From an optimization exercise on the open Yosys and OpenROAD flow, aimed at small area; shortcuts taken in it are not production practice.
Function was checked by simulation only, so behaviour that the tests miss may differ from the original.
No activity file was given, so power comes from the tool's default toggle rates.

## flow/run.sh

```bash
#!/bin/bash
# Standard ORFS layout, with the combinational logic of the standard synthesis re-mapped
# by ABC for area (registers untouched; the smallest of a few ABC scripts is kept) and the
# smallest buffer on the ports.
set -euo pipefail
W=$(pwd)
R=$W/orfs/results/$FLOW_PLATFORM/ddk_core/base
export LIB=$FLOW_HOME/platforms/$FLOW_PLATFORM/lib/sky130_fd_sc_hd__tt_025C_1v80.lib

# 1. standard synthesis
bash standard.sh synth > $W/1_synth_standard.log 2>&1
cp $R/1_2_yosys.v $W/1_2_yosys_standard.v

# 2. area re-mapping of the combinational logic
python3 flow/comb_lib.py $LIB $W/comb.lib > $W/comb_lib.log 2>&1
DU=""
for c in $(sed -n '/DONT_USE_CELLS/,/^$/p' $FLOW_HOME/platforms/$FLOW_PLATFORM/config.mk | grep -o 'sky130_fd_sc_hd__[a-z0-9_]*'); do DU="$DU -dont_use $c"; done
export DONT_USE_ARGS="$DU" COMB_LIB=$W/comb.lib NETLIST_IN=$W/1_2_yosys_standard.v
P="strash;dch;map -a;strash;dch;map -a;strash;&get -n"
SCRIPTS=()
for s in 0 42 7 13 21 77 3 99; do
  SCRIPTS+=("$P;&deepsyn -S $s -T 60;&put;dch;map -a")
done
SCRIPTS+=("strash;dch;map -a;strash;dch;map -a")
# run the candidates 4 at a time
for i in "${!SCRIPTS[@]}"; do
  (
    export ABC_SCRIPT="${SCRIPTS[$i]}" NETLIST_OUT=$W/remap_$i.v STAT_OUT=$W/remap_stat_$i.txt
    yosys -c flow/remap.tcl > $W/remap_$i.log 2>&1 || true
  ) &
  if (( i % 4 == 3 )); then wait; fi
done
wait
best=""; best_area=""
for i in "${!SCRIPTS[@]}"; do
  if [[ -s $W/remap_$i.v && -s $W/remap_stat_$i.txt ]]; then
    a=$(grep -i "chip area" $W/remap_stat_$i.txt | grep -o '[0-9.]*$')
    echo "script $i (${SCRIPTS[$i]}): $a" >> $W/remap_choice.log
    if [[ -z "$best" ]] || python3 -c "import sys; sys.exit(0 if $a < $best_area else 1)"; then
      best=$i; best_area=$a
    fi
  fi
done
echo "chosen: $best ($best_area)" >> $W/remap_choice.log
cp $W/remap_$best.v $R/1_2_yosys.v
touch $R/1_2_yosys.v
rm -f $W/comb.lib

# 3. the rest of the standard flow on the re-mapped netlist
export BUFFER_PORTS_ARGS="-buffer_cell sky130_fd_sc_hd__buf_1"
bash standard.sh finish > $W/2_to_6_standard.log 2>&1
```

## flow/comb_lib.py

```python
# Writes a copy of a liberty file with only its combinational cells (no ff, latch or
# statetable groups), so Yosys can read their functions while flip-flops stay black boxes.
import re, sys
lib = open(sys.argv[1]).read()
parts = re.split(r'(\n\s*cell\s*\()', lib)
keep = [parts[0]]
for i in range(1, len(parts), 2):
    c = parts[i] + parts[i + 1]
    if not re.search(r'\bff\s*\(|\blatch\s*\(|statetable', c):
        keep.append(c)
txt = ''.join(keep)
txt += '}\n' * (txt.count('{') - txt.count('}'))
open(sys.argv[2], 'w').write(txt)
```

## flow/remap.tcl

```tcl
# Re-map the combinational logic of the standard synthesis netlist for area. Flip-flops are
# black boxes here, so every register keeps its instance name, cell type and connections.
yosys read_liberty -lib $::env(LIB)
yosys read_liberty -overwrite -ignore_miss_func $::env(COMB_LIB)
yosys read_verilog $::env(NETLIST_IN)
yosys hierarchy -top $::env(FLOW_TOP)
yosys flatten
# names made from the flattened cells' pins are internal, so nets keep their netlist names
yosys rename -hide w:*.*
yosys opt_clean
yosys abc -liberty $::env(LIB) {*}$::env(DONT_USE_ARGS) -script "+$::env(ABC_SCRIPT)"
yosys read_liberty -lib -overwrite $::env(LIB)
yosys opt_clean -purge
yosys setundef -zero
yosys splitnets
yosys opt_clean -purge
yosys hilomap -singleton -hicell sky130_fd_sc_hd__conb_1 HI -locell sky130_fd_sc_hd__conb_1 LO
yosys insbuf -buf sky130_fd_sc_hd__buf_4 A X
yosys check -assert -mapped
yosys tee -o $::env(STAT_OUT) stat -liberty $::env(LIB)
yosys write_verilog -noattr -nohex -nodec $::env(NETLIST_OUT)
```

## standard.sh

```bash
#!/bin/bash
# synth_recipe.tcl (not shown) runs the flow's synth.tcl, then flattens the netlist and writes it again
# the make line also repeats each setting of config.mk as NAME=value (left out here)
make -C /OpenROAD-flow-scripts/flow DESIGN_CONFIG=/design/flow/config.mk WORK_HOME=/design/flow/orfs CLKGATE_MAP_FILE= SYNTH_SCRIPT=/design/flow/synth_recipe.tcl "${@:-finish}"
```

## config.mk

```make
export PLATFORM = sky130hd
export DESIGN_NAME = ddk_core
export DESIGN_NICKNAME = ddk_core
export VERILOG_FILES = /design/flow/design.v
export SDC_FILE = /design/flow/constraint.sdc
export NUM_CORES = 4
export LEC_CHECK = 0
export CAP_MARGIN = 20
export CORE_MARGIN = 2
export CORE_UTILIZATION = 40
export CTS_BUF_LIST = sky130_fd_sc_hd__clkbuf_16
export CTS_CLUSTER_DIAMETER = 100
export CTS_CLUSTER_SIZE = 20
export PLACE_DENSITY = 0.6
export SLEW_MARGIN = 20
```

## constraint.sdc

```tcl
create_clock -name core_clock -period 6.0 [get_ports {SysClk}]
set_input_delay 1.2000 -clock core_clock [delete_from_list [all_inputs] [get_ports {SysClk}]]
set_output_delay 1.2000 -clock core_clock [all_outputs]
set_load 0.01 [all_outputs]
```

## design.v

```verilog
module ddk_core(
        input   wire  SysClk,
        input   wire  SysRst,
        output  reg   RX1,
        input   wire  DataClk,
        input   wire  DataWe,
        input   wire  [15:0]  DATA,
        input   wire  [5:0]    CH3_IN,
        output  wire  [5:0]    CH3_OUT,
        output  wire  [5:0]    CH3_OE,
        input   wire  [5:0]    CH4_IN,
        output  wire  [5:0]    CH4_OUT,
        output  wire  [5:0]    CH4_OE,
        input   wire  [5:0]    CH5_IN,
        output  wire  [5:0]    CH5_OUT,
        output  wire  [5:0]    CH5_OE,
        input   wire  [5:0]    CH6_IN,
        output  wire  [5:0]    CH6_OUT,
        output  wire  [5:0]    CH6_OE,
        input   wire  [5:0]    CH7_IN,
        output  wire  [5:0]    CH7_OUT,
        output  wire  [5:0]    CH7_OE,
        input   wire  [5:0]    CH8_IN);
function [31:0] inc32;
  input [31:0] v;
  integer i;
  reg c;
  begin
    c = 1'b1;
    for (i = 0; i < 32; i = i + 1) begin
      inc32[i] = v[i] ^ c;
      c = c & v[i];
    end
  end
endfunction
reg dirty, clean, stb;
always @(posedge SysClk) begin
  dirty <= DataClk;
  clean <= dirty;
  stb   <= clean ^ dirty;
end
wire [7:0] adr  = DATA[15:8];
wire [7:0] wdat = DATA[7:0];
wire [3:0] hi   = adr[7:4];
wire [3:0] lo   = adr[3:0];
wire       wr   = stb & DataWe;
reg rd1, valid;
always @(posedge SysClk) begin
  if (SysRst) begin
    rd1   <= 1'b0;
    valid <= 1'b0;
  end else begin
    rd1   <= stb & ~DataWe;
    valid <= rd1;
  end
end
reg       cg_en;
reg       div_clk;
reg [7:0] div;
reg [7:0] periods;
wire      clka = div_clk & cg_en;
always @(posedge SysClk) begin
  if (SysRst) begin
    div     <= 8'd0;
    cg_en   <= 1'b0;
    div_clk <= 1'b0;
    periods <= 8'd0;
  end else begin
    periods <= inc32({24'd0, periods});
    if (periods == div) begin
      periods <= 8'd0;
      div_clk <= ~div_clk;
    end
    if (wr && hi == 4'h8 && lo == 4'h0)
      cg_en <= wdat[0];
    if (wr && hi == 4'h8 && lo == 4'h1) begin
      div     <= wdat;
      periods <= 8'd0;
    end
  end
end
reg  [29:0]  ch_data;
reg  [29:0]  ch_oe;
reg  [149:0] conf;
wire [29:0]  ch_in  = {CH7_IN, CH6_IN, CH5_IN, CH4_IN, CH3_IN};
wire [29:0]  ch_out;
genvar p, q;
generate
  for (p = 0; p < 5; p = p + 1) begin : g_port
    wire sel = wr && hi == (p + 2);
    always @(posedge SysClk) begin
      if (SysRst) begin
        ch_data[p*6 +: 6]  <= 6'd0;
        ch_oe[p*6 +: 6]    <= 6'd0;
        conf[p*30 +: 30]   <= 30'd0;
      end else if (sel) begin
        if (lo == 4'h0) ch_data[p*6 +: 6] <= wdat[5:0];
        if (lo == 4'h1) ch_oe[p*6 +: 6]   <= wdat[5:0];
        if (lo == 4'h2) conf[p*30 +  0 +: 5] <= wdat[4:0];
        if (lo == 4'h3) conf[p*30 +  5 +: 5] <= wdat[4:0];
        if (lo == 4'h4) conf[p*30 + 10 +: 5] <= wdat[4:0];
        if (lo == 4'h5) conf[p*30 + 15 +: 5] <= wdat[4:0];
        if (lo == 4'h6) conf[p*30 + 20 +: 5] <= wdat[4:0];
        if (lo == 4'h7) conf[p*30 + 25 +: 5] <= wdat[4:0];
      end
    end
    for (q = 0; q < 6; q = q + 1) begin : g_pin
      wire [4:0] c = conf[p*30 + q*5 +: 5];
      assign ch_out[p*6 + q] = (c[4:1] != 4'd0) ? 1'b0 :
                               c[0] ? clka : ch_data[p*6 + q];
    end
  end
endgenerate
assign {CH7_OUT, CH6_OUT, CH5_OUT, CH4_OUT, CH3_OUT} = ch_out;
assign {CH7_OE,  CH6_OE,  CH5_OE,  CH4_OE,  CH3_OE}  = ch_oe;
reg  [1:3] rs_start, rs_stop;
reg        start, stop;
reg        force_rst;
reg        cnt_state;
reg [31:0] count;
wire       cnt_rst = SysRst | force_rst;
always @(posedge SysClk) begin
  start    <= rs_start[3] & ~rs_start[2];
  stop     <= rs_stop[3]  & ~rs_stop[2];
  rs_start <= {CH8_IN[0], rs_start[1:2]};
  rs_stop  <= {CH8_IN[1], rs_stop[1:2]};
end
always @(posedge SysClk) begin
  if (SysRst)
    force_rst <= 1'b0;
  else if (wr && hi == 4'h7 && lo == 4'h0)
    force_rst <= wdat[0];
end
always @(posedge SysClk) begin
  if (cnt_rst) begin
    cnt_state <= 1'b0;
    count     <= 32'd0;
  end else if (!cnt_state) begin
    if (start) begin
      count     <= 32'd0;
      cnt_state <= 1'b1;
    end
  end else begin
    count <= inc32(count);
    if (stop)
      cnt_state <= 1'b0;
  end
end
reg [7:0] rdat;
integer k;
always @(*) begin
  rdat = 8'd0;
  for (k = 0; k < 5; k = k + 1) begin
    if (hi == k + 2 && !lo[3]) begin
      case (lo[2:0])
        3'd0: rdat[5:0] = ch_in[k*6 +: 6];
        3'd1: rdat[5:0] = ch_oe[k*6 +: 6];
        3'd2: rdat[4:0] = conf[k*30 +  0 +: 5];
        3'd3: rdat[4:0] = conf[k*30 +  5 +: 5];
        3'd4: rdat[4:0] = conf[k*30 + 10 +: 5];
        3'd5: rdat[4:0] = conf[k*30 + 15 +: 5];
        3'd6: rdat[4:0] = conf[k*30 + 20 +: 5];
        default: rdat[4:0] = conf[k*30 + 25 +: 5];
      endcase
    end
  end
  if (hi == 4'h7) begin
    case (lo)
      4'h0: rdat[0] = cnt_rst;
      4'h1: rdat = count[7:0];
      4'h2: rdat = count[15:8];
      4'h3: rdat = count[23:16];
      4'h4: rdat = count[31:24];
      default: rdat = 8'd0;
    endcase
  end
  if (hi == 4'h8) begin
    if (lo == 4'h0) rdat[0] = cg_en;
    if (lo == 4'h1) rdat = div;
  end
end
function [11:0] enc;
  input [7:0] a;
  input [7:0] d;
  reg [3:0] h, l;
  begin
    h = a[7:4];
    l = a[3:0];
    if (h >= 4'h2 && h <= 4'h6 && !l[3]) begin
      if (l[2:1] == 2'b00)
        enc = {2'b10, h[2:0], l[0], d[5:0]};
      else if (h == 4'h6)
        enc = {2'b11, l[2:1], 2'b00, l[0], d[4:0]};
      else
        enc = {2'b11, h[2], h[0], l[2:0], d[4:0]};
    end else if (h == 4'h7 && l <= 4'h4)
      enc = {1'b0, l[2:0], d};
    else if (h == 4'h8 && l[3:1] == 3'b000)
      enc = {1'b0, 2'b11, l[0], d};
    else
      enc = {1'b0, 3'b101, a};
  end
endfunction
function [16:0] dec;    
  input [11:0] e;
  reg [4:0] c;
  begin
    c = e[9:5];
    if (e[11:10] == 2'b11) begin
      if (c[2:1] == 2'b00)
        dec = {1'b1, 4'h6, 1'b0, c[4:3], c[0], 3'b000, e[4:0]};
      else
        dec = {1'b1, 1'b0, c[4], ~c[4], c[3], 1'b0, c[2:0], 3'b000, e[4:0]};
    end else if (e[11:10] == 2'b10)
      dec = {1'b1, 1'b0, e[9:7], 3'b000, e[6], 2'b00, e[5:0]};
    else if (e[10:8] == 3'b101)
      dec = {1'b0, e[7:0], 8'd0};
    else if (e[10:9] == 2'b11)
      dec = {1'b1, 4'h8, 3'b000, e[8], e[7:0]};
    else
      dec = {1'b1, 4'h7, 1'b0, e[10:8], e[7:0]};
  end
endfunction
reg [5:0]  wptr, rptr;
reg [11:0] qe;
reg [1:0]  rf_state;
reg [4:0]  rot;
reg        pw, pr;
wire empty = (wptr == rptr);
wire full  = (wptr[4:0] == rptr[4:0]) && (wptr[5] != rptr[5]);
wire fifo_re = (rf_state == 2'd0) && !empty;
wire fifo_we = valid && !full;
wire [4:0] ws = wptr[4:0] - 1'b1;    
wire [4:0] rs = rptr[4:0] - 1'b1;    
wire [4:0] wpos = ws + rot + 1'b1;   
wire ld     = pr && (rs == ~rot);    
wire ins    = pw && (wpos[1:0] == 2'd0) && !(pr && rs == ws && !ld);
wire bypass = pw && (ws == rptr[4:0]);
reg [11:0] rd_e;
always @(posedge SysClk)
  if (stb && (!pw || ins))
    rd_e <= enc(adr, rdat);
reg [383:0] ring;
genvar b;
generate
  for (b = 0; b < 32; b = b + 1) begin : g_ring
    if (b % 4 == 0) begin : g_ins
      always @(posedge SysClk)
        ring[b*12 +: 12] <= (ins && wpos[4:2] == b / 4) ? rd_e
                                                        : ring[((b + 31) % 32)*12 +: 12];
    end else begin : g_sh
      always @(posedge SysClk)
        ring[b*12 +: 12] <= ring[(b - 1)*12 +: 12];
    end
  end
endgenerate
always @(posedge SysClk)
  rot <= rot + 1'b1;
always @(posedge SysClk) begin
  if (SysRst) begin
    wptr <= 6'd0;
    rptr <= 6'd0;
    pw   <= 1'b0;
    pr   <= 1'b0;
  end else begin
    if (ins)
      pw <= 1'b0;
    if (fifo_we) begin
      wptr <= wptr + 1'b1;
      pw   <= 1'b1;
    end
    if (ld) begin
      pr <= 1'b0;
      qe <= ring[31*12 +: 12];
    end
    if (fifo_re) begin
      rptr <= rptr + 1'b1;
      if (bypass)
        qe <= rd_e;
      else
        pr <= 1'b1;
    end
  end
end
wire [16:0] qd = dec(qe);
reg  tx_en;
wire tx_rdy;
always @(posedge SysClk) begin
  if (SysRst) begin
    rf_state <= 2'd0;
    tx_en    <= 1'b0;
  end else begin
    tx_en <= 1'b0;
    case (rf_state)
      2'd0: if (fifo_re) rf_state <= 2'd1;
      default:
        if (!tx_en && tx_rdy) begin
          tx_en    <= 1'b1;
          rf_state <= rf_state + 1'b1;
        end
    endcase
  end
end
wire [7:0] tx_byte = (rf_state == 2'd2) ? 8'd0 :
                     (rf_state == 2'd3) ? qd[15:8] : qd[7:0];
reg [7:0] tx_sh;
reg [1:0] u_state;
reg [2:0] bit_cnt;
reg [8:0] etu_cnt;
wire      etu_full = (etu_cnt == 9'd434);
assign    tx_rdy = (u_state == 2'd0);
always @(posedge SysClk) begin
  if (SysRst) begin
    u_state <= 2'd0;
    RX1     <= 1'b1;
  end else begin
    etu_cnt <= etu_cnt + 1'b1;
    case (u_state)
      2'd0:
        if (tx_en) begin
          RX1     <= 1'b0;
          tx_sh   <= tx_byte;
          u_state <= 2'd1;
          etu_cnt <= 9'd0;
          bit_cnt <= 3'd0;
        end
      2'd1:
        if (etu_full) begin
          etu_cnt <= 9'd0;
          bit_cnt <= bit_cnt + 1'b1;
          RX1     <= (rf_state == 2'd2 && bit_cnt == 3'd0) ? qd[16] : tx_sh[0];
          tx_sh   <= {tx_sh[0], tx_sh[7:1]};
          if (bit_cnt == 3'd7)
            u_state <= 2'd2;
        end
      2'd2:
        if (etu_full) begin
          etu_cnt <= 9'd0;
          RX1     <= 1'b1;
          u_state <= 2'd3;
        end
      default:
        if (etu_full) begin
          etu_cnt <= 9'd0;
          u_state <= 2'd0;
        end
    endcase
  end
end
endmodule
```

==> qor.csv, run 1 <==
metric;value;unit
outcome;timing/DRC/antenna clean;
drt_iter0_drc;1509;
period_share;84.1;%
vdd_drop_max;231;uV
clk_pin_slew;0.09;ns
syn-num-nets;2429;
grt_pass1_wl;99400;um
r2r-start;cnt_state$_SDFF_PP0_;
tightest_slew;1.15;ns
r2r_cells;37;
cp_common_cell;nand2_1;
first_global_vias;16900;
required;6.50;ns
vias_per_cell;5.29;
worst_hold_path_type;register to register;
rsz0062_at_grt;false;
firstDrtPassIters;8;
setup-violations-final;0;
vias;17600;
slowest_stage;dfxtp_1;
num_rows;87;
pre_cts_ws;0.747;ns
leakagePower;9.27;nW
min_from;ring[147]$_DFF_P_;
r2r_slack;0.96;ns
syn_area_per_cell;9.61;um2
arrival;5.54;ns
clock_sinks;728;
fmax;198;MHz
yosysWarnings;1;
htreeDepth;2;
worstSetupEndpointType;register;
p_per_area;362;nW/um2
io_buffer_count;112;
area_growth;12.3;%
track_usage;21.8;%
cts_buffers;42;
cap_violations;0;
core_area;56400;um2
grt_start_max_net_pins;41;
grt.overflow.total;0;
clk_path_buf_depth;3;
final_hold_viol_count;0;
syn-cell-area;22800;um2
clockRootBuffer;clkbuf_16;
final_layout_size_suffix_gt1_share;4.00;%
maxSlewHeadroom;23.2;%
wl_per_cell;19.6;um
critPathKind;register to register;
hold_depth;0;
dp_hpwl;44700;um
start_kind;register;
post-route-min-period;5.04;ns
maxSlewViolCount;0;
nNetsFinal;2618;
die_x;243;um
crit_path_max_fanout;4;
max_stage_delay;0.39;ns
dieHeight;243;um
drc;0;
holdPathEnd;ring[159]$_DFF_P_;
wl;65300;um
worst_slack;0.956;ns
start_util;40.4;%
fin_tns_setup;0;ns
r2r-end;count[31]$_SDFFE_PP0P_;
routabilityCongestion;0.996;
io_pins;117;
ctsHoldBuffers;0;
tritoncts;built;
fin_worst_skew;0.0403;ns
ant_nets;0;
insertion_delay;0.63;ns
antenna_found_initial;1;
syn_inst;2373;
die_area;58900;um2
[flip-flops by register name, summed over array words and instances (netlist names), 5 cells and up]
| name | flops |
|---|---|
| ring | 384 |
| conf | 150 |
| count | 32 |
| ch_data | 30 |
| ch_oe | 30 |
| qe | 12 |
| rd_e | 12 |
| etu_cnt | 9 |
| div | 8 |
| periods | 8 |
| tx_sh | 8 |
| rptr | 6 |
| wptr | 6 |
| rot | 5 |
[cells in the final DEF, fill, tap and decap left out, types with 2 or more instances in the layout]
cell	instances
dfxtp_1	684
nand4_1	8
o21a_1	2
nor3b_1	2
o22a_2	8
a41oi_1	2
o2111ai_1	2
nor2_1	170
xor2_1	7
o21ai_0	398
a2111oi_0	2
nand2_1	480
buf_1	112
a221oi_1	10
clkinv_16	2
buf_4	32
a41o_2	2
xnor2_1	11
o31ai_1	2
a22oi_1	56
o311ai_0	2
nor4_1	35
nor3_1	64
o211ai_1	5
o22ai_1	41
or2_2	3
edfxtp_1	44
a311oi_1	2
a31oi_1	21
nor3_2	3
a211oi_1	3
clkbuf_16	42
o221ai_1	3
clkinv_1	158
a21oi_1	105
nand3_1	26
inv_1	9
[critical path, delay by kind of cell (launching register included)]
family,cells,cell delay [ns]
buffers and inverters,7,0.66
AOI/OAI and AO/OA,2,0.22
DFF,1,0.39
and+or+nand+nor,28,3.67
[layout make-up]
cell class,instances,area (um2)
clock buffers,42,1050
inverters,158,593
fillers,5467,30800
diodes,1,2.50
flip-flops and latches,728,15000
repair buffers,145,666
multi-input cells,1487,7220
clock inverters,14,130
well taps,756,946
[routing by layer]
layer / vias to the layer above / wire (um) / global-route usage (%)
li1: 8554 / - / -
met2: 740 / 29600 / 35.3
met3: 177 / 5320 / 4.12
met1: 8144 / 27000 / 27.9
met5: - / 0 / 0
met4: 0 / 3310 / 10.7
[worst max path at each step]
stage                                    start                     end
final                     cnt_state$_SDFF_PP0_  count[31]$_SDFFE_PP0P_
after global routing      cnt_state$_SDFF_PP0_  count[31]$_SDFFE_PP0P_
after floorplan           cnt_state$_SDFF_PP0_  count[31]$_SDFFE_PP0P_
after CTS                 cnt_state$_SDFF_PP0_  count[31]$_SDFFE_PP0P_
after global placement    cnt_state$_SDFF_PP0_  count[31]$_SDFFE_PP0P_
after detailed placement  cnt_state$_SDFF_PP0_  count[31]$_SDFFE_PP0P_
[power breakdown]
| part | switching [mW] | internal [mW] |
|---|---|---|
| clock network | 1.60 | 1.29 |
| logic | 0.602 | 0.281 |
| registers | 0.242 | 5.26 |
[stage by stage]
stage	std cells	hold slack (ns)	power [mW]	area (um2)	util [%]
3_3_place_gp	3273	0.311	6.45	24400	43.3
5_1_grt	3331	0.327	9.66	25600	45.4
4_1_cts	3329	0.320	9.33	25600	45.4
3_5_place_dp	3273	0.312	6.48	24400	43.3
2_1_floorplan	2373	0.310	6.08	22800	-
6_report	3331	0.317	9.27	25600	45.4
[what timing repair did]
item | 4_1_cts | 5_1_grt
gates resized for setup | 0 | 3
setup buffers | 0 | 0
setup endpoints to repair | 0 | 2
==> inputs of run 2 (changes only) <==
--- a/config.mk
+++ b/config.mk
@@ -12,3 +12,3 @@
 export CTS_CLUSTER_DIAMETER = 100
-export CTS_CLUSTER_SIZE = 20
+export CTS_CLUSTER_SIZE = 24
 export PLACE_DENSITY = 0.6
==> qor.csv, run 2 <==
metric;value;unit;change
dieHeight;243;um;unchanged
nNetsFinal;2612;;-0.23%
period_share;84.6;%;+0.55 points
syn_inst;2373;;unchanged
maxSlewViolCount;0;;unchanged
ctsHoldBuffers;0;;unchanged
drt_iter0_drc;1605;;+6.4%
die_x;243;um;unchanged
syn_area_per_cell;9.61;um2;unchanged
largest_register_ffs;384;;unchanged
cts_buffers;36;;-14%
final_cell_mix;684 x dfxtp_1, 480 x nand2_1, 398 x o21ai_0;;
outcome;timing/DRC/antenna clean;;
cap_violations;0;;unchanged
first_global_vias;16700;;-0.81%
start_kind;register;;
track_usage;21.7;%;-0.095 points
yosysWarnings;1;;unchanged
drc;0;;unchanged
io_pins;117;;unchanged
io_buffer_count;112;;unchanged
vdd_drop_max;243;uV;+5.3%
insertion_delay;0.62;ns;about the same
syn-num-nets;2429;;unchanged
critPathKind;register to register;;
clockRootBuffer;clkbuf_16;;
fin_tns_setup;0;ns;unchanged
start_util;40.4;%;unchanged
final_hold_viol_count;0;;unchanged
clock_sinks;728;;unchanged
clk_path_buf_depth;3;;unchanged
htreeDepth;2;;unchanged
grt_start_max_net_pins;41;;unchanged
required;6.50;ns;about the same
layout_commonest_cell;dfxtp_1;;
slowest_stage;dfxtp_1;;
dp_hpwl;44700;um;unchanged
tightest_slew;1.19;ns;+0.0394 ns
maxSlewHeadroom;20.6;%;-2.6 points
fin_worst_skew;0.0445;ns;+0.00425 ns
fmax;197;MHz;-0.65%
core_area;56400;um2;unchanged
crit_path_max_fanout;4;;unchanged
p_per_area;355;nW/um2;-1.8%
firstDrtPassIters;5;;-3
die_area;58900;um2;unchanged
worst_hold_path_type;register to register;;
worst_slack;0.923;ns;-0.0328 ns
leakagePower;9.19;nW;-0.78%
post_cts_buffers;0;;unchanged
top_register;ring;;
grt_pass1_wl;98700;um;-0.75%
clk_pin_slew;0.10;ns;about the same
area_growth;11.6;%;
pre_cts_ws;0.747;ns;unchanged
rsz0062_at_grt;false;;
largest_registers;ring x384, conf x150, count x32;;
wl_per_cell;19.6;um;about the same
max_stage_delay;0.40;ns;about the same
final_layout_size_suffix_gt1_share;3.74;%;-0.26 points
tritoncts;built;;
vias_per_cell;5.29;;about the same
syn-cell-area;22800;um2;unchanged
ant_nets;0;;unchanged
antenna_found_initial;1;;unchanged
wl;65200;um;about the same
setup-violations-final;0;;unchanged
worstSetupEndpointType;register;;
post-route-min-period;5.08;ns;+0.0328 ns
num_rows;87;;unchanged
cp_common_cell;nand2_1;;
grt.overflow.total;0;;unchanged
arrival;5.58;ns;+0.04 ns
vias;17600;;-0.062%
routabilityCongestion;0.996;;unchanged
r2r_slack;0.92;ns;-0.03 ns
==> run 2: final timing paths <==
path,startpoint,to,cells after the start
worst max-delay path,cnt_state$_SDFF_PP0_,count[31]$_SDFFE_PP0P_,37
worst min-delay path,ring[113]$_DFF_P_,ring[125]$_DFF_P_,0
worst max register to register,cnt_state$_SDFF_PP0_,count[31]$_SDFFE_PP0P_,37
worst min register to register,ring[113]$_DFF_P_,ring[125]$_DFF_P_,0
==> run 2: layout make-up <==
cell class,count,area (um2)
antenna,1,2.50
clock buffer,36,901
clock inverter,15,103
fill,5504,30900
inverter,158,593
multi-input combinational,1487,7220
sequential,728,15000
tap,756,946
timing repair buffer,145,666
==> run 2: worst max-delay path: cells and delay by family (launching register included) <==
family / cells / cell delay [ns]
DFF: 1 / 0.40
and+or+nand+nor: 28 / 3.66
AOI/OAI and AO/OA: 2 / 0.22
buffers and inverters: 7 / 0.67
==> run 2: where the power goes <==
part / switching, mW / total [mW] / internal, mW
combinational: 0.600 / 0.882 / 0.281
sequential: 0.243 / 5.50 / 5.26
clock: 1.54 / 2.65 / 1.11
==> run 2: through the flow <==
stage | std cells | power [mW] | instance area, um2 | hold slack [ns] | utilization (%)
global route | 3326 | 9.42 | 25400 | 0.332 | 45.1
CTS | 3324 | 9.09 | 25400 | 0.330 | 45.1
finish | 3326 | 9.04 | 25400 | 0.318 | 45.1
global placement | 3273 | 6.45 | 24400 | 0.311 | 43.3
detailed placement | 3273 | 6.48 | 24400 | 0.312 | 43.3
floorplan | 2373 | 6.08 | 22800 | 0.310 | -
==> run 2: timing repair <==
item / 4_1_cts / 5_1_grt
resized for setup: 0 / 3
endpoints found under the setup margin: 0 / 2
hold endpoints to repair: 0 / 0
==> run 2: per-layer routing <==
layer	global-route usage [%]	part of all wire [%]
met1	27.5	42
met2	35.2	45
met3	4.40	7.9
met4	10.9	5.0
met5	0	0
==> inputs of run 3 (changes only) <==
--- a/flow/run.sh
+++ b/flow/run.sh
@@ -20,3 +20,3 @@
 SCRIPTS=()
-for s in 0 42 7 13 21 77 3 99; do
+for s in 0 42 7 13 21 77 3 99 5 11 17 29 31 55 63 88; do
   SCRIPTS+=("$P;&deepsyn -S $s -T 60;&put;dch;map -a")
--- a/config.mk
+++ b/config.mk
@@ -9,7 +9,7 @@
 export CORE_MARGIN = 2
-export CORE_UTILIZATION = 40
+export CORE_UTILIZATION = 55
 export CTS_BUF_LIST = sky130_fd_sc_hd__clkbuf_16
-export CTS_CLUSTER_DIAMETER = 100
+export CTS_CLUSTER_DIAMETER = 60
 export CTS_CLUSTER_SIZE = 24
-export PLACE_DENSITY = 0.6
+export PLACE_DENSITY = 0.7
 export SLEW_MARGIN = 20
==> qor.csv, run 3 <==
metric;value;unit;change
syn-cell-area;22800;um2;-0.14%
clock_sinks;728;;unchanged
io_buffer_count;112;;unchanged
maxSlewHeadroom;25.8;%;+5.2 points
period_share;84.4;%;-0.25 points
clk_path_buf_depth;3;;unchanged
crit_path_max_fanout;4;;unchanged
outcome;timing/DRC/antenna clean;;
post-route-min-period;5.06;ns;-0.0151 ns
largest_register_ffs;384;;unchanged
grt_pass1_wl;95100;um;-3.6%
r2r-start;cnt_state$_SDFF_PP0_;;
syn-num-nets;2424;;-0.21%
yosysWarnings;1;;unchanged
track_usage;28.2;%;+6.5 points
leakagePower;9.36;nW;+1.8%
cp_common_cell;nand2_1;;
htreeDepth;2;;unchanged
dieHeight;207;um;-15%
slowest_stage;dfxtp_1;;
critPathKind;register to register;;
drc;0;;unchanged
required;6.54;ns;+0.04 ns
vdd_drop_max;221;uV;-8.9%
startpoint;cnt_state$_SDFF_PP0_;;
cts_resized;0;;unchanged
clockRootBuffer;clkbuf_16;;
top_register;ring;;
core_area;40800;um2;-28%
die_area;43100;um2;-27%
start_util;55.8;%;+15 points
vias;17600;;+0.26%
maxSlewViolCount;0;;unchanged
first_global_vias;17000;;+1.4%
insertion_delay;0.61;ns;about the same
num_rows;74;;-15%
drt_iter0_drc;1622;;+1.1%
vias_per_cell;5.66;;+6.9%
layout_commonest_cell;dfxtp_1;;
final_cell_mix;684 x dfxtp_1, 474 x nand2_1, 421 x o21ai_0;;
cap_violations;0;;unchanged
p_per_area;368;nW/um2;+3.6%
max_stage_delay;0.39;ns;about the same
die_x;207;um;-15%
wl;61200;um;-6.2%
r2r_cells;43;;+16%
firstDrtPassIters;6;;+1
syn_area_per_cell;9.62;um2;about the same
tritoncts;built;;
routabilityCongestion;0.989;;-0.70%
grt.overflow.total;0;;unchanged
final_hold_viol_count;0;;unchanged
fin_worst_skew;0.0182;ns;-0.0263 ns
worstSetupEndpointType;register;;
nFillCells;3530;;-36%
grt_start_max_net_pins;43;;+4.9%
p_total;9.39;mW;+3.9%
fmax;198;MHz;+0.30%
crit_path_end;count[31]$_SDFFE_PP0P_;;
io_pins;117;;unchanged
nNetsFinal;2615;;+0.11%
syn_inst;2368;;-0.21%
antenna_found_initial;4;;+3
fin_tns_setup;0;ns;unchanged
setup-violations-final;0;;unchanged
start_kind;register;;
r2r-end;count[31]$_SDFFE_PP0P_;;
wl_per_cell;19.6;um;about the same
largest_registers;ring x384, conf x150, count x32;;
tightest_slew;1.10;ns;-0.0852 ns
arrival;5.61;ns;+0.03 ns
cts_buffers;42;;+17%
rsz0062_at_grt;false;;
clk_pin_slew;0.09;ns;about the same
ant_nets;0;;unchanged
final_layout_size_suffix_gt1_share;4.56;%;+0.83 points
r2r_slack;0.94;ns;+0.02 ns
dp_hpwl;41300;um;-7.6%
post_cts_buffers;0;;unchanged
ctsHoldBuffers;0;;unchanged
worst_hold_path_type;register to register;;
area_growth;12.0;%;
## run 3: how the worst min path moves through the flow
| stage | startpoint | cells after the start | slack, ns | end |
|---|---|---|---|---|
| 2_1_floorplan | ring[96]$_DFF_P_ | 0 | 0.31 | ring[108]$_DFF_P_ |
| 3_3_place_gp | ring[116]$_DFF_P_ | 0 | 0.31 | ring[128]$_DFF_P_ |
| 3_5_place_dp | ring[362]$_DFF_P_ | 0 | 0.31 | ring[374]$_DFF_P_ |
| 4_1_cts | ring[121]$_DFF_P_ | 0 | 0.32 | ring[133]$_DFF_P_ |
| 5_1_grt | ring[121]$_DFF_P_ | 0 | 0.33 | ring[133]$_DFF_P_ |
| 6_report | ring[121]$_DFF_P_ | 0 | 0.32 | ring[133]$_DFF_P_ |
## run 3: final cells by class
cell class | count | area [um2] | share of cell area, %
clock inverter | 28 | 303 | 1.19
sequential | 728 | 15000 | 58.8
multi-input combinational | 1476 | 7150 | 28.0
clock buffer | 43 | 1080 | 4.22
timing repair buffer | 147 | 683 | 2.68
antenna | 1 | 2.50 | 0.00981
tap | 532 | 666 | 2.61
inverter | 164 | 616 | 2.41
## run 3: critical path: cells and delay by family (launching register included)
kind	cells	cell delay, ns
buffers and inverters	11	0.86
AO/OA/AOI/OAI	2	0.24
flip-flops	1	0.39
AND/OR/NAND/NOR	30	3.51
## run 3: report_power, final
part	switching (mW)	internal, mW
clock	1.68	1.42
combinational	0.549	0.269
sequential	0.228	5.24
total	2.46	6.93
## run 3: per-stage QoR
stage	hold WS [ns]	setup slack, ns	std cells	util, %	instance area [um2]
detailed placement	0.312	1.03	3047	59.1	24100
global route	0.327	0.113	3118	62.5	25500
finish	0.323	0.938	3119	62.5	25500
CTS	0.323	0.987	3118	62.5	25500
global placement	0.310	1.19	3047	59.1	24100
floorplan	0.310	1.78	2368	-	22800
## run 3: layer usage
metal	vias to the layer above	share of wire, %	track usage, %
li1	8557	-	-
met1	8211	41	35.8
met2	692	46	46.3
met3	185	7.4	5.64
met4	4	4.9	13.0
met5	-	0.039	0
==> inputs of run 4 (changes only) <==
--- a/design.v
+++ b/design.v
@@ -224,6 +224,8 @@
 reg [5:0]  wptr, rptr;
-reg [11:0] qe;
 reg [1:0]  rf_state;
 reg [4:0]  rot;
-reg        pw, pr;
+reg        pw;       
+reg        acc;      
+reg        prot;     
+reg        cur_w;    
 wire empty = (wptr == rptr);
@@ -232,8 +234,10 @@
 wire fifo_we = valid && !full;
-wire [4:0] ws = wptr[4:0] - 1'b1;    
-wire [4:0] rs = rptr[4:0] - 1'b1;    
-wire [4:0] wpos = ws + rot + 1'b1;   
-wire ld     = pr && (rs == ~rot);    
-wire ins    = pw && (wpos[1:0] == 2'd0) && !(pr && rs == ws && !ld);
-wire bypass = pw && (ws == rptr[4:0]);
+wire [4:0] ws = acc ? wptr[4:0] - 1'b1 : wptr[4:0];   
+wire [4:0] cs = rptr[4:0] - 1'b1;                      
+wire [4:0] wpos = ws + rot + 1'b1;                     
+wire       at_ins = (wpos == 5'd0) || (wpos == 5'd6) || (wpos == 5'd12) ||
+                    (wpos == 5'd18) || (wpos == 5'd24) || (wpos == 5'd30);
+wire ins    = pw && at_ins && (acc || !full) && !(prot && !cur_w && ws == cs);
+wire bypass = pw && acc && (ws == rptr[4:0]);          
+wire tap_ok = prot && !cur_w && (cs == ~rot);           
 reg [11:0] rd_e;
@@ -246,6 +250,6 @@
   for (b = 0; b < 32; b = b + 1) begin : g_ring
-    if (b % 4 == 0) begin : g_ins
+    if (b % 6 == 0) begin : g_ins
       always @(posedge SysClk)
-        ring[b*12 +: 12] <= (ins && wpos[4:2] == b / 4) ? rd_e
-                                                        : ring[((b + 31) % 32)*12 +: 12];
+        ring[b*12 +: 12] <= (ins && wpos == b) ? rd_e
+                                               : ring[((b + 31) % 32)*12 +: 12];
     end else begin : g_sh
@@ -258,25 +262,37 @@
   rot <= rot + 1'b1;
+wire dat_ld;    
 always @(posedge SysClk) begin
   if (SysRst) begin
-    wptr <= 6'd0;
-    rptr <= 6'd0;
-    pw   <= 1'b0;
-    pr   <= 1'b0;
+    wptr  <= 6'd0;
+    rptr  <= 6'd0;
+    pw    <= 1'b0;
+    acc   <= 1'b0;
+    prot  <= 1'b0;
+    cur_w <= 1'b0;
   end else begin
-    if (ins)
-      pw <= 1'b0;
-    if (fifo_we) begin
-      wptr <= wptr + 1'b1;
-      pw   <= 1'b1;
+    if (ins) begin
+      pw  <= 1'b0;
+      acc <= 1'b0;
     end
-    if (ld) begin
-      pr <= 1'b0;
-      qe <= ring[31*12 +: 12];
+    if (stb && !DataWe && (!pw || ins)) begin
+      pw  <= 1'b1;
+      acc <= 1'b0;
     end
+    if (valid) begin
+      if (fifo_we) begin
+        wptr <= wptr + 1'b1;
+        if (!ins)
+          acc <= 1'b1;
+      end else if (!acc) begin
+        pw <= 1'b0;           
+      end
+    end
+    if (dat_ld)
+      prot <= 1'b0;
     if (fifo_re) begin
-      rptr <= rptr + 1'b1;
-      if (bypass)
-        qe <= rd_e;
-      else
-        pr <= 1'b1;
+      rptr  <= rptr + 1'b1;
+      prot  <= 1'b1;
+      cur_w <= bypass && !ins;
+    end else if (ins) begin
+      cur_w <= 1'b0;
     end
@@ -284,3 +300,3 @@
 end
-wire [16:0] qd = dec(qe);
+wire [16:0] td = dec(ring[31*12 +: 12]);
 reg  tx_en;
@@ -303,4 +319,2 @@
 end
-wire [7:0] tx_byte = (rf_state == 2'd2) ? 8'd0 :
-                     (rf_state == 2'd3) ? qd[15:8] : qd[7:0];
 reg [7:0] tx_sh;
@@ -311,2 +325,15 @@
 assign    tx_rdy = (u_state == 2'd0);
+wire start_bit = (u_state == 2'd1) && (bit_cnt == 3'd0) && !etu_full;
+wire ack_ld    = tap_ok && start_bit && (rf_state == 2'd2);
+wire adr_ld    = tap_ok && start_bit && (rf_state == 2'd3);
+assign dat_ld  = tap_ok && u_state[1] && (rf_state == 2'd3);
+always @(posedge SysClk)
+  if (ack_ld)
+    tx_sh <= {7'd0, td[16]};
+  else if (adr_ld)
+    tx_sh <= td[15:8];
+  else if (dat_ld)
+    tx_sh <= td[7:0];
+  else if (u_state == 2'd1 && etu_full)
+    tx_sh <= {tx_sh[0], tx_sh[7:1]};
 always @(posedge SysClk) begin
@@ -321,3 +348,2 @@
           RX1     <= 1'b0;
-          tx_sh   <= tx_byte;
           u_state <= 2'd1;
@@ -330,4 +356,3 @@
           bit_cnt <= bit_cnt + 1'b1;
-          RX1     <= (rf_state == 2'd2 && bit_cnt == 3'd0) ? qd[16] : tx_sh[0];
-          tx_sh   <= {tx_sh[0], tx_sh[7:1]};
+          RX1     <= tx_sh[0];
           if (bit_cnt == 3'd7)
--- a/flow/run.sh
+++ b/flow/run.sh
@@ -20,3 +20,3 @@
 SCRIPTS=()
-for s in 0 42 7 13 21 77 3 99 5 11 17 29 31 55 63 88; do
+for s in 0 42 7 13 21 77 3 99 5 11 17 29; do
   SCRIPTS+=("$P;&deepsyn -S $s -T 60;&put;dch;map -a")
--- a/config.mk
+++ b/config.mk
@@ -9,7 +9,7 @@
 export CORE_MARGIN = 2
-export CORE_UTILIZATION = 55
+export CORE_UTILIZATION = 40
 export CTS_BUF_LIST = sky130_fd_sc_hd__clkbuf_16
-export CTS_CLUSTER_DIAMETER = 60
+export CTS_CLUSTER_DIAMETER = 100
 export CTS_CLUSTER_SIZE = 24
-export PLACE_DENSITY = 0.7
+export PLACE_DENSITY = 0.6
 export SLEW_MARGIN = 20
==> qor.csv, run 4 <==
metric;value;unit;change
route.met2.wl;29400;um;+3.4%
holdPathEnd;ring[63]$_DFF_P_;;
worstSetupEndpointType;register;;
dieHeight;241;um;+16%
p_per_area;349;nW/um2;-5.2%
r2r_slack;1.24;ns;+0.30 ns
p_int;6.51;mW;-6.1%
clockRootBuffer;clkbuf_16;;
io_pins;117;;unchanged
largest_registers;ring x384, conf x150, count x32;;
clock_sinks;718;;-1.4%
clk_pin_slew;0.10;ns;about the same
start_util;40.6;%;-15 points
post_cts_buffers;0;;unchanged
wl_per_cell;19.2;um;-2.3%
die_x;241;um;+16%
clock_power_share;31.3;%;-1.7 points
max_stage_delay;0.35;ns;-0.04 ns
layout_commonest_cell;dfxtp_1;;
final_hold_viol_count;0;;unchanged
final_cell_mix;693 x dfxtp_1, 334 x nand2_1, 315 x nor2_1;;
leakagePower;9.20;nW;-1.8%
final_layout_size_suffix_gt1_share;3.88;%;-0.68 points
drt-met1-wl;27500;um;+9.2%
nNetsFinal;2647;;+1.2%
grt.overflow.total;0;;unchanged
start_kind;register;;
setup-violations-final;0;;unchanged
r2r-start;count[0]$_SDFFE_PP0P_;;
hold_depth;0;;unchanged
arrival;5.30;ns;-0.31 ns
diodes;0;;-1
ctsHoldBuffers;0;;unchanged
top_layer_used;met5;;
fin_tns_setup;0;ns;unchanged
largest_register_ffs;384;;unchanged
num_rows;86;;+16%
area_growth;12.2;%;
grt_pass1_wl;97600;um;+2.6%
rsz0062_at_grt;false;;
drc;0;;unchanged
slowest_stage;dfxtp_1;;
cts_resized;0;;unchanged
tightest_slew;0.999;ns;-0.103 ns
syn_area_per_cell;9.37;um2;-2.6%
crit_path_max_fanout;4;;unchanged
firstDrtPassIters;6;;unchanged
pwr-share-seq;59.8;%;+1.6 points
comb_power_share;8.9;%;+0.2 points
drt_iter0_drc;1545;;-4.7%
clk_path_buf_depth;3;;unchanged
vias_per_cell;5.26;;-7.1%
worst_hold_path_type;register to register;;
fmax;210;MHz;+6.4%
outcome;timing/DRC/antenna clean;;
final_core_util;45.6;%;-17 points
track_usage;22.0;%;-6.1 points
maxSlewViolCount;0;;unchanged
ant_nets;0;;unchanged
r2r_cells;46;;+7.0%
core_area;55400;um2;+36%
syn-cell-area;22500;um2;-1.1%
routabilityCongestion;0.988;;-0.10%
antenna_found_initial;3;;-1
min_from;ring[51]$_DFF_P_;;
fin_worst_skew;0.0377;ns;+0.0194 ns
cts_buffers;37;;-12%
cp_common_cell;nand2_1;;
switchingPower;2.30;mW;-6.4%
vdd_drop_max;301;uV;+36%
switching_share;26.1;%;-0.069 points
vias;17600;;-0.11%
numPlacedInstances;3300;;+8.3%
critPathKind;register to register;;
period_share;79.3;%;-5.1 points
io_buffer_count;112;;unchanged
wl;64300;um;+5.0%
htreeDepth;2;;unchanged
top_register;ring;;
maxSlewHeadroom;31.7;%;+5.8 points
first_global_vias;16700;;-1.2%
yosysWarnings;1;;unchanged
insertion_delay;0.60;ns;about the same
p_total;8.81;mW;-6.2%
dp_hpwl;45200;um;+9.4%
die_area;58200;um2;+35%
nFillCells;5373;;+52%
tritoncts;built;;
grt_start_max_net_pins;34;;-21%
syn_inst;2403;;+1.5%
syn-num-nets;2459;;+1.4%
required;6.54;ns;about the same
met3_length;4680;um;+3.6%
r2r-end;count[31]$_SDFFE_PP0P_;;
cap_violations;0;;unchanged
final_cells;3352;;+7.5%
post-route-min-period;4.76;ns;-0.304 ns
-- run 4: cell types whose count changed in the layout (fill, tap and decap cells not counted), moves of 10 or more --
cell,previous run,this run
a21oi_1,92,208
nand2_1,474,334
nor3_1,46,56
o21ai_0,421,298
a22oi_1,57,47
edfxtp_1,44,25
nor2_1,170,315
clkinv_1,165,210
-- run 4: worst max-delay path by stage --
stage,slack [ns],depth (start not counted),start,end
after floorplan,1.88,46,count[0]$_SDFFE_PP0P_,count[31]$_SDFFE_PP0P_
after global placement,1.29,46,count[1]$_SDFFE_PP0P_,count[31]$_SDFFE_PP0P_
after detailed placement,1.26,46,count[1]$_SDFFE_PP0P_,count[31]$_SDFFE_PP0P_
after CTS,1.27,46,count[1]$_SDFFE_PP0P_,count[31]$_SDFFE_PP0P_
after global routing,0.44,46,count[1]$_SDFFE_PP0P_,count[31]$_SDFFE_PP0P_
final,1.24,46,count[0]$_SDFFE_PP0P_,count[31]$_SDFFE_PP0P_
-- run 4: cell type report --
cell class	instances	area, um2	share of cell area, %
Sequential cell	718	14600	57.9
Multi-Input combinational cell	1475	7120	28.2
Tap cell	748	936	3.70
Clock buffer	37	926	3.66
Inverter	210	788	3.12
Timing Repair Buffer	149	698	2.76
Clock inverter	15	176	0.698
-- run 4: power groups by stage --
stage / sequential (mW) / clock [mW] / combinational (mW)
3_5_place_dp: 5.37 / 0 / 0.774
3_3_place_gp: 5.36 / 0 / 0.757
5_1_grt: 5.29 / 3.01 / 0.872
2_1_floorplan: 5.31 / 0 / 0.481
4_1_cts: 5.26 / 2.84 / 0.778
6_report: 5.27 / 2.76 / 0.785
-- run 4: metal layers --
metal,vias up,global-route usage (%)
met5,-,0
met4,6,8.62
met1,8248,28.1
met2,645,36.9
met3,171,4.20
li1,8559,-
-- run 4: stage by stage --
| step | setup slack (ns) | hold WS (ns) | cell area [um2] |
|---|---|---|---|
| floorplan | 1.88 | 0.310 | 22500 |
| global placement | 1.29 | 0.310 | 24200 |
| detailed placement | 1.26 | 0.312 | 24200 |
| CTS | 1.27 | 0.296 | 25300 |
| global route | 0.441 | 0.303 | 25300 |
| finish | 1.24 | 0.304 | 25300 |
-- run 4: critical path, delay by kind of cell (launching register included) --
family          cells  cell delay, ns
simple gates       30            3.11
buf+inv            14            1.01
flops               1            0.35
compound gates      2            0.22
==> inputs of run 5 (changes only) <==
--- a/design.v
+++ b/design.v
@@ -261,3 +261,6 @@
 always @(posedge SysClk)
-  rot <= rot + 1'b1;
+  if (SysRst)
+    rot <= 5'd0;
+  else
+    rot <= rot + 1'b1;
 wire dat_ld;    
==> qor.csv, run 5 <==
metric;value;unit;change
r2r_cells;44;;-4.3%
track_usage;21.5;%;-0.52 points
vdd_drop_max;245;uV;-19%
syn_inst;2387;;-0.67%
yosysWarnings;1;;unchanged
startpoint;count[0]$_SDFFE_PP0P_;;
syn_area_per_cell;9.42;um2;+0.50%
ctsHoldBuffers;0;;unchanged
r2r-end;count[31]$_SDFFE_PP0P_;;
grt_start_max_net_pins;43;;+26%
cp_top_family;simple AND/OR/NAND/NOR gates;;
core_area;55300;um2;-0.19%
ant_nets;0;;unchanged
die_x;241;um;about the same
numPlacedInstances;3291;;-0.27%
diodes;0;;unchanged
clk_path_buf_depth;3;;unchanged
firstDrtPassIters;6;;unchanged
grt.overflow.total;0;;unchanged
max_stage_delay;0.38;ns;+0.03 ns
die_area;58100;um2;-0.17%
pre_cts_ws;0.185;ns;-1.08 ns
routabilityCongestion;0.961;;-2.7%
worstSetupEndpointType;register;;
grt_pass1_wl;96000;um;-1.7%
leakagePower;9.09;nW;-1.2%
rsz0062_at_grt;false;;
required;6.47;ns;-0.07 ns
fin_tns_setup;0;ns;unchanged
first_global_vias;16400;;-2.3%
period_share;87.8;%;+8.5 points
clk_pin_slew;0.10;ns;about the same
final_layout_size_suffix_gt1_share;4.36;%;+0.48 points
syn-num-nets;2443;;-0.65%
syn-cell-area;22500;um2;-0.17%
final_hold_viol_count;0;;unchanged
tightest_slew;1.07;ns;+0.0677 ns
io_buffer_count;112;;unchanged
vias;17600;;-0.23%
post-route-min-period;5.27;ns;+0.512 ns
comb_power_share;8.6;%;-0.3 points
start_kind;register;;
cap_violations;0;;unchanged
wl;63200;um;-1.7%
p_int;6.50;mW;-0.14%
critPathKind;register to register;;
fin_worst_skew;0.0274;ns;-0.0103 ns
vias_per_cell;5.27;;+0.19%
worst_slack;0.730;ns;-0.512 ns
tritoncts;built;;
top_register;ring;;
switchingPower;2.22;mW;-3.5%
r2r_slack;0.73;ns;-0.51 ns
crit_path_max_fanout;3;;-1
drt_iter0_drc;1638;;+6.0%
crit_path_end;count[31]$_SDFFE_PP0P_;;
insertion_delay;0.58;ns;-0.02 ns
switching_share;25.5;%;-0.65 points
io_pins;117;;unchanged
clock_sinks;718;;unchanged
outcome;timing/DRC/antenna clean;;
worst_hold_path_type;register to register;;
largest_register_ffs;384;;unchanged
arrival;5.74;ns;+0.44 ns
final_cells;3338;;-0.42%
num_rows;86;;unchanged
nNetsFinal;2637;;-0.38%
setup-violations-final;0;;unchanged
post_cts_buffers;0;;unchanged
final_cell_mix;693 x dfxtp_1, 347 x nand2_1, 333 x o21ai_0;;
start_util;40.6;%;about the same
fmax;190;MHz;-9.7%
slowest_stage;dfxtp_1;;
p_per_area;346;nW/um2;-0.71%
cts_buffers;36;;-2.7%
area_growth;12.1;%;
layout_commonest_cell;dfxtp_1;;
antenna_found_initial;4;;+1
pwr-share-seq;61.7;%;+1.9 points
clockRootBuffer;clkbuf_16;;
wl_per_cell;18.9;um;-1.3%
largest_registers;ring x384, conf x150, count x32;;
crit_cells;44;;-4.3%
cp_common_cell;clkinv_1;;
dieHeight;241;um;about the same
clock_power_share;29.7;%;-1.6 points
drc;0;;unchanged
r2r-start;count[0]$_SDFFE_PP0P_;;
worst-path-buf-inv;13;;-1
dp_hpwl;43300;um;-4.2%
holdWs;0.314;ns;+0.0107 ns
maxSlewHeadroom;28.1;%;-3.5 points
htreeDepth;2;;unchanged
maxSlewViolCount;0;;unchanged
==> run 5: power groups by stage <==
stage | registers [mW] | logic, mW | clock network (mW)
final | 5.38 | 0.754 | 2.59
after global routing | 5.42 | 0.841 | 2.83
after CTS | 5.37 | 0.745 | 2.67
after detailed placement | 5.48 | 0.742 | 0
after global placement | 5.47 | 0.723 | 0
after floorplan | 5.41 | 0.459 | 0
==> run 5: final cells by class <==
type / count / area, um2
fill: 5364 / 30100
sequential: 718 / 14600
multi-input combinational: 1471 / 7150
tap: 748 / 936
clock buffer: 36 / 901
timing repair buffer: 156 / 752
inverter: 198 / 743
clock inverter: 11 / 81.3
==> run 5: layer usage <==
layer,wire length (um),vias up,track usage [%]
li1,-,8548,-
met1,27500,8139,28.8
met2,28000,714,34.3
met3,4900,179,3.64
met4,2730,8,9.07
met5,57,-,0
==> run 5: worst min path at each step <==
stage                        endpoint  slack [ns]               from  cells after the start
floorplan           ring[100]$_DFF_P_        0.31   ring[88]$_DFF_P_                      0
global placement    ring[167]$_DFF_P_        0.31  ring[155]$_DFF_P_                      0
detailed placement  ring[161]$_DFF_P_        0.31  ring[149]$_DFF_P_                      0
CTS                 ring[259]$_DFF_P_        0.32  ring[247]$_DFF_P_                      0
global route        ring[315]$_DFF_P_        0.32  ring[303]$_DFF_P_                      0
finish              ring[158]$_DFF_P_        0.31  ring[146]$_DFF_P_                      0
==> run 5: repair_timing <==
item | 4_1_cts | 5_1_grt
gates resized for setup | 0 | 12
endpoints found under the hold margin | 0 | 0
setup endpoints to repair | 0 | 7
==> run 5: stage by stage <==
step	area, um2	power [mW]	util (%)
2_1_floorplan	22500	5.87	-
3_3_place_gp	24200	6.20	43.7
3_5_place_dp	24200	6.22	43.7
4_1_cts	25200	8.79	45.5
5_1_grt	25200	9.09	45.5
6_report	25200	8.72	45.5
==> inputs of run 6 (changes only) <==
--- a/config.mk
+++ b/config.mk
@@ -12,3 +12,3 @@
 export CTS_CLUSTER_DIAMETER = 100
-export CTS_CLUSTER_SIZE = 24
+export CTS_CLUSTER_SIZE = 28
 export PLACE_DENSITY = 0.6
==> qor.csv, run 6 <==
metric;value;unit;change
maxSlewHeadroom;28.9;%;+0.77 points
routabilityCongestion;0.961;;unchanged
vias_per_cell;5.31;;+0.71%
clk_path_buf_depth;3;;unchanged
syn-cell-area;22500;um2;unchanged
grt_most_used_layer;met2;;
antenna_found_initial;5;;+1
die_x;241;um;unchanged
vdd_drop_max;250;uV;+1.9%
firstDrtPassIters;8;;+2
nNetsFinal;2632;;-0.19%
final_hold_viol_count;0;;unchanged
grt_pass1_wl;95500;um;-0.44%
crit_path_max_fanout;3;;unchanged
final_cell_mix;693 x dfxtp_1, 347 x nand2_1, 333 x o21ai_0;;
wl;62800;um;-0.63%
use_met1;28.7;%;-0.12 points
ant_nets;0;;unchanged
syn-num-nets;2443;;unchanged
p_per_area;343;nW/um2;-1.0%
drc;0;;unchanged
fin_tns_setup;0;ns;unchanged
rsz0062_at_grt;false;;
outcome;timing/DRC/antenna clean;;
die_area;58100;um2;unchanged
wl_per_cell;18.8;um;-0.54%
nFillCells;5386;;+0.41%
hold_depth;0;;unchanged
drt_iter0_drc;1721;;+5.1%
io_pins;117;;unchanged
io_buffer_count;112;;unchanged
worst_hold_path_type;register to register;;
vias;17700;;+0.62%
start_util;40.6;%;unchanged
grt_util_met3;3.29;%;-0.34 points
period_share;88.1;%;+0.30 points
num_rows;86;;unchanged
leakagePower;9.06;nW;-0.35%
first_global_vias;16400;;+0.043%
slowest_stage;dfxtp_1;;
post_cts_buffers;0;;unchanged
use_met2;34.1;%;-0.28 points
track_usage;21.3;%;-0.25 points
cp_common_cell;clkinv_1;;
layout_commonest_cell;dfxtp_1;;
dieHeight;241;um;unchanged
multiInputGateArea;7160;um2;about the same
maxSlewViolCount;0;;unchanged
clock_sinks;718;;unchanged
regArea;14600;um2;unchanged
arrival;5.81;ns;+0.07 ns
largest_register_ffs;384;;unchanged
r2r_cells;44;;unchanged
finish.instance_area;25100;um2;-0.25%
htreeDepth;1;;-1
max_stage_delay;0.38;ns;about the same
tightest_slew;1.06;ns;-0.0114 ns
numPlacedInstances;3291;;unchanged
yosysWarnings;1;;unchanged
dpl_cell_area;24200;um2;unchanged
tritoncts;built;;
dp_hpwl;43300;um;unchanged
cts_buffers;31;;-14%
final_layout_size_suffix_gt1_share;4.29;%;-0.071 points
clk_pin_slew;0.11;ns;about the same
final_cells;3335;;-0.090%
critPathKind;register to register;;
worstSetupEndpointType;register;;
area_growth;11.8;%;
setup-violations-final;0;;unchanged
cap_violations;0;;unchanged
clockRootBuffer;clkbuf_16;;
fin_worst_skew;0.0331;ns;+0.00568 ns
r2r_slack;0.71;ns;-0.02 ns
largest_registers;ring x384, conf x150, count x32;;
final_core_util;45.4;%;-0.12 points
required;6.52;ns;+0.05 ns
grt.overflow.total;0;;unchanged
top_register;ring;;
grt_start_max_net_pins;43;;unchanged
p_total;8.61;mW;-1.3%
fmax;189;MHz;-0.34%
syn_area_per_cell;9.42;um2;unchanged
core_area;55300;um2;unchanged
start_kind;register;;
ctsHoldBuffers;0;;unchanged
syn_inst;2387;;unchanged
post-route-min-period;5.29;ns;+0.0179 ns
insertion_delay;0.65;ns;+0.07 ns
==> run 6: final timing paths <==
check                             start                      to
hold / removal        ring[303]$_DFF_P_       ring[315]$_DFF_P_
setup reg to reg  count[0]$_SDFFE_PP0P_  count[31]$_SDFFE_PP0P_
setup / recovery  count[0]$_SDFFE_PP0P_  count[31]$_SDFFE_PP0P_
hold reg to reg       ring[303]$_DFF_P_       ring[315]$_DFF_P_
==> run 6: timing repair <==
action                                 CTS  global route
endpoints found under the hold margin    0             0
resized for setup                        0            13
setup endpoints to repair                0             7
==> run 6: critical path: cells and delay by family (launching register included) <==
kind                   cells  cell delay (ns)
DFF                        1             0.38
and+or+nand+nor           29             3.46
AOI/OAI and AO/OA          2             0.22
buffers and inverters     13             1.08
==> run 6: layer usage <==
| metal | vias to the layer above | wire length, um |
|---|---|---|
| met5 | - | 60 |
| met4 | 8 | 2740 |
| met3 | 171 | 4350 |
| met2 | 726 | 27900 |
| met1 | 8258 | 27700 |
| li1 | 8534 | - |
==> run 6: cell type report <==
cell class                      count  share of cell area, %
Antenna cell                        1                0.00996
Clock buffer                       32                   3.19
Clock inverter                     11                  0.433
Inverter                          198                   2.96
Multi-Input combinational cell   1471                   28.5
Sequential cell                   718                   58.2
Tap cell                          748                   3.73
Timing Repair Buffer              156                   2.99
==> run 6: where the power goes <==
part           leakage (nW)  total, mW  switching [mW]  internal [mW]
clock network         0.454       2.48            1.49          0.993
registers              5.90       5.38           0.232           5.15
logic                  2.70      0.754           0.506          0.248
total                  9.06       8.61            2.22           6.39
==> run 6: stage by stage <==
step	worst slack (ns)	hold WS [ns]
floorplan	0.912	0.310
global placement	0.391	0.312
detailed placement	0.185	0.312
CTS	0.124	0.325
global route	0.0176	0.324
finish	0.712	0.319
==> inputs of run 7 (changes only) <==
--- a/design.v
+++ b/design.v
@@ -86,2 +86,3 @@
 wire [29:0]  ch_out;
+wire [5:0] wd = wdat[5:0] & {6{~SysRst}};
 genvar p, q;
@@ -89,18 +90,10 @@
   for (p = 0; p < 5; p = p + 1) begin : g_port
-    wire sel = wr && hi == (p + 2);
+    wire       sel = wr && hi == (p + 2);
+    wire [7:0] ld;
+    for (q = 0; q < 8; q = q + 1) begin : g_ld
+      assign ld[q] = (sel && lo == q) || SysRst;
+    end
     always @(posedge SysClk) begin
-      if (SysRst) begin
-        ch_data[p*6 +: 6]  <= 6'd0;
-        ch_oe[p*6 +: 6]    <= 6'd0;
-        conf[p*30 +: 30]   <= 30'd0;
-      end else if (sel) begin
-        if (lo == 4'h0) ch_data[p*6 +: 6] <= wdat[5:0];
-        if (lo == 4'h1) ch_oe[p*6 +: 6]   <= wdat[5:0];
-        if (lo == 4'h2) conf[p*30 +  0 +: 5] <= wdat[4:0];
-        if (lo == 4'h3) conf[p*30 +  5 +: 5] <= wdat[4:0];
-        if (lo == 4'h4) conf[p*30 + 10 +: 5] <= wdat[4:0];
-        if (lo == 4'h5) conf[p*30 + 15 +: 5] <= wdat[4:0];
-        if (lo == 4'h6) conf[p*30 + 20 +: 5] <= wdat[4:0];
-        if (lo == 4'h7) conf[p*30 + 25 +: 5] <= wdat[4:0];
-      end
+      ch_data[p*6 +: 6] <= ({6{ld[0]}} & wd) | ({6{~ld[0]}} & ch_data[p*6 +: 6]);
+      ch_oe[p*6 +: 6]   <= ({6{ld[1]}} & wd) | ({6{~ld[1]}} & ch_oe[p*6 +: 6]);
     end
@@ -108,2 +101,4 @@
       wire [4:0] c = conf[p*30 + q*5 +: 5];
+      always @(posedge SysClk)
+        conf[p*30 + q*5 +: 5] <= ({5{ld[q+2]}} & wd[4:0]) | ({5{~ld[q+2]}} & c);
       assign ch_out[p*6 + q] = (c[4:1] != 4'd0) ? 1'b0 :
==> qor.csv, run 7 <==
metric;value;unit;change
outcome;timing/DRC/antenna clean;;
fmax;214;MHz;+13%
final_layout_size_suffix_gt1_share;4.81;%;+0.52 points
io_buffer_count;112;;unchanged
insertion_delay;0.64;ns;about the same
wl;58100;um;-7.4%
post-route-min-period;4.67;ns;-0.621 ns
critPathKind;register to register;;
cp_common_cell;nand2_1;;
comb_power_share;6.2;%;-2.6 points
ctsHoldBuffers;0;;unchanged
cts_buffers;30;;-3.2%
drc;0;;unchanged
required;6.58;ns;+0.06 ns
crit_path_max_fanout;5;;+2
clk_path_buf_depth;3;;unchanged
firstDrtPassIters;5;;-3
clockRootBuffer;clkbuf_16;;
switching_share;23.3;%;-2.5 points
maxSlewHeadroom;29.1;%;+0.21 points
vias_per_cell;5.28;;-0.51%
worst_slack;1.33;ns;+0.621 ns
syn-cell-area;22500;um2;about the same
pre_cts_ws;1.41;ns;+1.23 ns
nNetsFinal;2143;;-19%
worstSetupEndpointType;register;;
layout_commonest_cell;dfxtp_1;;
track_usage;19.7;%;-1.5 points
core_area;55300;um2;unchanged
syn_inst;1897;;-21%
p_total;8.49;mW;-1.3%
period_share;77.8;%;-10 points
syn_area_per_cell;11.8;um2;+26%
ant_nets;0;;unchanged
p_per_area;339;nW/um2;-1.2%
clock_power_share;28.5;%;-0.3 points
die_x;241;um;about the same
vias;15000;;-15%
rsz0062_at_grt;false;;
holdWs;0.328;ns;+0.00985 ns
cap_violations;0;;unchanged
num_rows;86;;unchanged
switchingPower;1.98;mW;-11%
final_hold_viol_count;0;;unchanged
syn-num-nets;1953;;-20%
routabilityCongestion;0.948;;-1.4%
htreeDepth;1;;unchanged
slowest_stage;dfxtp_1;;
grt_start_max_net_pins;43;;unchanged
p_int;6.51;mW;+2.0%
clock_sinks;718;;unchanged
cts_resized;0;;unchanged
post_cts_buffers;0;;unchanged
pwr-share-seq;65.2;%;+2.7 points
fin_worst_skew;0.0207;ns;-0.0124 ns
first_global_vias;14300;;-12%
setup-violations-final;0;;unchanged
arrival;5.24;ns;-0.57 ns
start_kind;register;;
dp_hpwl;40000;um;-7.5%
tritoncts;built;;
tightest_slew;1.06;ns;+0.00405 ns
antenna_found_initial;4;;-1
fin_tns_setup;0;ns;unchanged
wl_per_cell;20.4;um;+8.4%
grt_pass1_wl;86500;um;-9.4%
start_util;40.6;%;about the same
yosysWarnings;1;;unchanged
io_pins;117;;unchanged
drt_iter0_drc;1545;;-10%
vdd_drop_max;276;uV;+11%
grt.overflow.total;0;;unchanged
maxSlewViolCount;0;;unchanged
clk_pin_slew;0.11;ns;about the same
area_growth;11.7;%;
dieHeight;241;um;about the same
leakagePower;8.66;nW;-4.4%
die_area;58100;um2;about the same
final_cell_mix;483 x dfxtp_1, 235 x edfxtp_1, 231 x nor2_1;;
max_stage_delay;0.43;ns;+0.05 ns
worst_hold_path_type;register to register;;
-- run 7: power groups by stage --
stage	clock, mW	combinational (mW)	sequential [mW]
6_report	2.43	0.530	5.54
3_5_place_dp	0	0.525	5.65
3_3_place_gp	0	0.519	5.64
5_1_grt	2.64	0.584	5.58
4_1_cts	2.49	0.528	5.54
2_1_floorplan	0	0.296	5.59
-- run 7: metrics by stage --
stage	instances	instance area, um2	util, %
finish	2849	25100	45.4
global route	2848	25100	45.4
CTS	2848	25100	45.4
detailed placement	2803	24200	43.7
global placement	2803	24200	43.7
floorplan	1897	22500	-
-- run 7: critical path, delay by kind of cell (launching register included) --
family / cells / cell delay, ns
AND/OR/NAND/NOR: 30 / 3.28
buffers and inverters: 10 / 0.69
flip-flops: 1 / 0.43
AO/OA/AOI/OAI: 2 / 0.24
-- run 7: layout make-up --
| cell class | instances | area, um2 |
|---|---|---|
| Inverter | 169 | 634 |
| Multi-Input combinational cell | 1010 | 5140 |
| Fill cell | 5156 | 30200 |
| Timing Repair Buffer | 158 | 766 |
| Tap cell | 748 | 936 |
| Clock inverter | 15 | 138 |
| Antenna cell | 1 | 2.50 |
| Clock buffer | 30 | 751 |
| Sequential cell | 718 | 16700 |
-- run 7: layer usage --
| layer | vias to the layer above | wire [um] | global-route usage, % | part of all wire (%) |
|---|---|---|---|---|
| met3 | 124 | 5010 | 3.40 | 8.6 |
| li1 | 7100 | - | - | - |
| met2 | 651 | 26400 | 32.2 | 45 |
| met5 | - | 35 | 0 | 0.060 |
| met1 | 7160 | 24800 | 26.9 | 43 |
| met4 | 6 | 1910 | 6.10 | 3.3 |
-- run 7: worst paths after layout --
path                                       startpoint  slack, ns                      to  cells after the start
worst max register to register  count[0]$_SDFFE_PP0P_       1.33  count[31]$_SDFFE_PP0P_                     42
worst min register to register      ring[360]$_DFF_P_       0.33       ring[372]$_DFF_P_                      0
worst max-delay path            count[0]$_SDFFE_PP0P_       1.33  count[31]$_SDFFE_PP0P_                     42
worst min-delay path                ring[360]$_DFF_P_       0.33       ring[372]$_DFF_P_                      0

-- static timing again, ports no longer ideal --
In the flow no input, the clock included, has a driving cell. The finished layouts below were timed again as built, in two steps.
Step 1, drivers: a clkbuf_16 drives SysClk and a buf_2 each remaining input, both assumed.
Step 2 times the ports against the registers' clock, not the clock port: input delays grow and output delays shrink by t, the midpoint of the rising clock arrivals with the driver on.
Three values: ideal ports, drivers, drivers and shift; two values: the first two.
run	shift t [ns]	slack for setup (ns)	worst setup path at the end
run 1	0.673	0.956 / 0.956 / 0.956	register to register
run 2	0.657	0.923 / 0.923 / 0.923	register to register
run 3	0.659	0.938 / 0.938 / 0.938	register to register
run 4	0.641	1.242 / 1.242 / 1.242	register to register
run 5	0.627	0.730 / 0.730 / 0.730	register to register
run 6	0.692	0.712 / 0.712 / 0.712	register to register
run 7	0.695	1.333 / 1.333 / 1.333	register to register
After both steps setup and hold are still met in every run listed.
